From an optimization exercise on the open Yosys and OpenROAD flow, aimed at small area; shortcuts taken in it are not production practice. In this exercise RTL edits were held to simulation tests only and were not proved equivalent to the original.

==> flow/design.v (outline; a module is shown in full before it is edited, if it fits) <==
// module FA: 4 lines
// module HA: 4 lines
// module HAN: 4 lines
// module BPP2: 4 lines
// module BPP0: 3 lines
// module BPP1: 3 lines
// module MAC0: 871 lines
// module MAC1: 923 lines
// module MAC2: 928 lines
// module MAC3: 938 lines
// module SystolicArray: 153 lines
module SystolicArray(
  input         clock,
  input  [15:0] io_inAct_0,
  input  [15:0] io_inAct_1,
  input  [15:0] io_inAct_2,
  input  [15:0] io_inAct_3,
  input  [15:0] io_inWeight_0,
  input  [15:0] io_inWeight_1,
  input  [15:0] io_inWeight_2,
  input  [15:0] io_inWeight_3,
  output [39:0] io_outSum_0,
  output [39:0] io_outSum_1,
  output [39:0] io_outSum_2,
  output [39:0] io_outSum_3,
  input         io_inwtValid
);
  // ...
==> flow/run.sh <==
#!/bin/bash
# synth_recipe.tcl (not shown) runs the flow's synth.tcl, then flattens the netlist and writes it again
# the make line also repeats each setting of config.mk as NAME=value (left out here)
make -C /OpenROAD-flow-scripts/flow DESIGN_CONFIG=/design/flow/config.mk WORK_HOME=/design/flow/orfs CLKGATE_MAP_FILE= SYNTH_SCRIPT=/design/flow/synth_recipe.tcl finish
==> flow/config.mk <==
export PLATFORM = sky130hd
export DESIGN_NAME = SystolicArray
export DESIGN_NICKNAME = SystolicArray
export VERILOG_FILES = /design/flow/design.v
export SDC_FILE = /design/flow/constraint.sdc
export NUM_CORES = 4
export LEC_CHECK = 0
export CAP_MARGIN = 20
export CORE_MARGIN = 2
export CORE_UTILIZATION = 45
export PLACE_DENSITY = 0.6
export SLEW_MARGIN = 20
export SYNTH_HIERARCHICAL = 1
export SYNTH_MINIMUM_KEEP_SIZE = 0
==> flow/constraint.sdc <==
create_clock -name core_clock -period 10.0 [get_ports {clock}]
set_input_delay 2.0000 -clock core_clock [delete_from_list [all_inputs] [get_ports {clock}]]
set_output_delay 2.0000 -clock core_clock [all_outputs]
set_load 0.01 [all_outputs]
==> results.json, run 1 <==
{
  "status": "timing/DRC/antenna clean",
  "mostFrequentLayoutCells": "2308 x fa_1, 2212 x xnor2_1, 2048 x a22oi_1, 784 x dfxtp_1, 744 x ha_1",
  "endpoint_kind": "flip-flop",
  "finalHoldViolCount": 0,
  "drive_above_1_share_pct": 12.7,
  "first_global_vias": 96500,
  "cp_slowest_cell": "edfxtp_1",
  "insertion_delay_ns": 0.85,
  "n_fill_cell": 25700,
  "num_vias": 90800,
  "synthMuxAreaShare_pct": 4.48,
  "synth_edf_count": 256,
  "clock-sinks": 1041,
  "arrival_ns": 8.82,
  "clock_skew_ns": 0.0389,
  "ys_ff_latch": 1041,
  "dieHeight_um": 547,
  "core_area_sq_um": 294000,
  "dieWidth_um": 547,
  "synth-simple-area-share_pct": 3.62,
  "buffer_area_share_pct": 3.67,
  "holdPathStages": 0,
  "top_usage_layer": "met1",
  "rows": 199,
  "ant_nets": 0,
  "fin_tns_setup_ns": 0,
  "ys_warn_count": 7,
  "synth_seq_area_share_pct": 17.6,
  "routed.top_layer": "met4",
  "ios": 290,
  "ys.flop_type": "dfxtp_1",
  "grt_usage_pct": 25.5,
  "clkCellAreaFrac_pct": 3.10,
  "seq-cell-share_pct": 16.0
}
==> inputs of run 2 (changes only) <==
--- a/flow/config.mk
+++ b/flow/config.mk
@@ -7,8 +7,10 @@
 export LEC_CHECK = 0
 export CAP_MARGIN = 20
 export CORE_MARGIN = 2
-export CORE_UTILIZATION = 45
-export PLACE_DENSITY = 0.6
+export CORE_UTILIZATION = 60
+export CTS_BUF_LIST = sky130_fd_sc_hd__clkbuf_4
+export CTS_CLUSTER_SIZE = 16
+export PLACE_DENSITY = 0.7
 export SLEW_MARGIN = 20
 export SYNTH_HIERARCHICAL = 1
 export SYNTH_MINIMUM_KEEP_SIZE = 0
==> results.json, run 2 <==
{
  "status": "timing/DRC/antenna clean",
  "critical_path_class": "reg -> reg",
  "timing.final.ws_setup_ns": 1.89,
  "synthTopCellsByArea": "fa_1 35%, xnor2_1 15%, dfxtp_1 12%, a22oi_1 12%, ha_1 7.0%",
  "worst-path-max-fanout": 68,
  "ys_warn_count": 7,
  "synth_edf_count": 256,
  "fin_tns_setup_ns": 0,
  "ys.flop_type": "dfxtp_1",
  "syn-instance-count": 10700,
  "arrival_ns": 9.26,
  "area_growth_pct": 8.39,
  "io_buffers": 289,
  "dr.pass1.iters": 6,
  "clock_skew_ns": 0.129,
  "viasPerCell": 6.37,
  "insertion_delay_ns": 1.37,
  "synthDominantCellAreaShare_pct": 34.8,
  "antenna_found_initial": 12,
  "clock-sinks": 1041,
  "post-place-ws_ns": 1.62,
  "totalWireLength_um": 363000,
  "ios": 290,
  "rows": 172,
  "first_global_vias": 97300,
  "synth_most_common_cell": "fa_1",
  "period_share_pct": 81.1,
  "maxCapViolCount": 0,
  "netlist_area_sq_um": 133000,
  "h-tree-depth": 5,
  "avgSynthCellArea_sq_um": 12.4,
  "synthDistinctLibCells": 43,
  "cts_buffers": 305,
  "post-route-drc-count": 0,
  "hold_path_class": "reg -> reg",
  "gp_congestion": 0.945,
  "relSlewSlack_pct": 21.5,
  "mostFrequentLayoutCells": "2308 x fa_1, 2212 x xnor2_1, 2048 x a22oi_1, 783 x dfxtp_1, 744 x ha_1",
  "rsz0062_at_grt": "false",
  "dieWidth_um": 474,
  "endpoint_kind": "flip-flop",
  "drtIter0Drc": 9700,
  "synth_seq_area_share_pct": 17.6,
  "cts_resized": 0,
  "grt_usage_pct": 32.4,
  "core_area_sq_um": 220000,
  "cts-root-buf": "clkbuf_4",
  "dieHeight_um": 474,
  "finalHoldViolCount": 0,
  "start_util_pct": 60.4,
  "clk_pin_slew_ns": 0.07,
  "synth_common_cells": "2308 x fa_1, 2212 x xnor2_1, 2048 x a22oi_1",
  "worstMarginPinSlew_ns": 1.18,
  "clock_path_buffers": 4,
  "nNetsFinal": 14600,
  "yosys.area.top_type": "fa_1",
  "required_ns": 11.16,
  "ys_ff_latch": 1041,
  "overflow": 0,
  "period_needed_ns": 8.11,
  "dp_hpwl_um": 271000,
  "ctsHoldBuffers": 0,
  "async_flop_share_pct": 0,
  "die_area_sq_um": 225000,
  "layout_commonest_cell": "fa_1",
  "setup_violations": 0,
  "ant_nets": 0,
  "num_vias": 92700,
  "post_cts_buffers": 0,
  "grt_pass1_wl_um": 570000,
  "drv_slew": 0,
  "max_freq_ghz": 0.123,
  "cp-start-kind": "flip-flop",
  "drive_above_1_share_pct": 14.3,
  "holdPathStages": 0,
  "grt_max_degree": 76,
  "hold_ws_ns": 0.538,
  "post_drt_wl_per_cell_um": 24.9,
  "cts_tree": "yes",
  "rr_worst_depth": 21
}
[run 2: cell counts after synthesis]
Identical to the previous run, type by type.
[run 2: cell type report]
| cell class | count | area [sq um] |
|---|---|---|
| multi-input combinational | 9276 | 107000 |
| tap | 2958 | 3700 |
| fill | 17000 | 76000 |
| clock inverter | 93 | 538 |
| timing repair buffer | 590 | 5240 |
| inverter | 168 | 631 |
| antenna | 8 | 20.0 |
| clock buffer | 423 | 3180 |
| sequential | 1041 | 23400 |
[run 2: cells by family (layout without fill, tap and decap cells)]
group	Yosys count	after routing	share of synthesized area [%]
fa+ha+maj	3052	3052	41.9
other cells	28	148	0.0792
mux	528	528	4.48
xor+xnor	2464	2464	16.3
simple gates	732	732	3.62
compound gates	2360	2360	13.8
buf+inv	459	1274	2.24
flops	1041	1041	17.6
[run 2: worst paths after layout]
kind	from	endpoint	slack [ns]
worst max-delay path	validReg$_DFF_P_	p_3_2[27]$_DFF_P_	1.89
worst min-delay path	w_0_1[6]$_DFFE_PP_	w_1_1[6]$_DFFE_PP_	0.54
worst max register to register	validReg$_DFF_P_	p_3_2[27]$_DFF_P_	1.89
worst min register to register	w_0_1[6]$_DFFE_PP_	w_1_1[6]$_DFFE_PP_	0.54
[run 2: modules after synthesis, one instance, submodules excluded]
module	cell area [sq um]	cells
MAC0	806	109
SystolicArray	30200	1668
MAC2	767	107
FA	20.0	1
HA	12.5	1
BPP1	21.3	2
MAC3	807	112
BPP2	32.5	4
MAC1	830	110
[run 2: layer usage]
metal / up-vias / global-route usage, % / part of all wire (%)
met5: - / 0 / 0.0044
met4: 4 / 8.23 / 2.0
met3: 601 / 8.72 / 12
met2: 5020 / 46.6 / 43
met1: 47400 / 48.4 / 43
li1: 39700 / - / -
[run 2: stage by stage]
| stage | instance area [sq um] | util [%] | cells |
|---|---|---|---|
| 2_1_floorplan | 133000 | - | 10800 |
| 3_3_place_gp | 140000 | 63.7 | 14000 |
| 3_5_place_dp | 140000 | 63.7 | 14000 |
| 4_1_cts | 144000 | 65.4 | 14500 |
| 5_1_grt | 144000 | 65.4 | 14600 |
| 6_report | 144000 | 65.4 | 14600 |
[run 2: critical path: stages, from the launching register on]
cell      delay [ns]
dfxtp_4         0.80
buf_16          0.31
buf_12          0.33
mux2_2          0.39
ha_1            0.28
ha_1            0.19
fa_1            0.39
fa_1            0.41
fa_1            0.41
fa_1            0.41
fa_1            0.42
fa_1            0.44
fa_1            0.41
fa_1            0.40
fa_1            0.40
fa_1            0.40
fa_1            0.46
nand4_4         0.17
o21bai_4        0.10
a21o_4          0.24
ha_1            0.19
xor2_1          0.15

[separate check: timing with driven ports]
How much do the figures lean on ideal ports? The routed layouts below were timed once more, with nothing changed but the port constraints. Step 1 assumes that a clkbuf_16 drives the clock port and a buf_2 every other input. Step 2 times the ports against the registers' clock, not the clock port: input delays grow and output delays shrink by t, the midpoint of the rising clock arrivals with the driver on. a / b / c = no drivers / after step 1 / after step 2; a / b = the first two.
run	t, ns	setup slack, ns	hold slack, ns	clock arrival spread, ns	slew at the worst register clock pin (ns)
run 1	0.924	1.933 / 1.933 / 1.532	0.528 / 0.528 / 0.528	0.045 / 0.045	0.07 / 0.07
run 2	1.421	1.894 / 1.894 / 1.576	0.538 / 0.538 / 0.538	0.165 / 0.165	0.09 / 0.09
After both steps setup and hold are still met in every run listed. For run 1, which loses most, drivers alone change the setup slack by 0.000 ns; drivers and shift together by -0.401 ns.
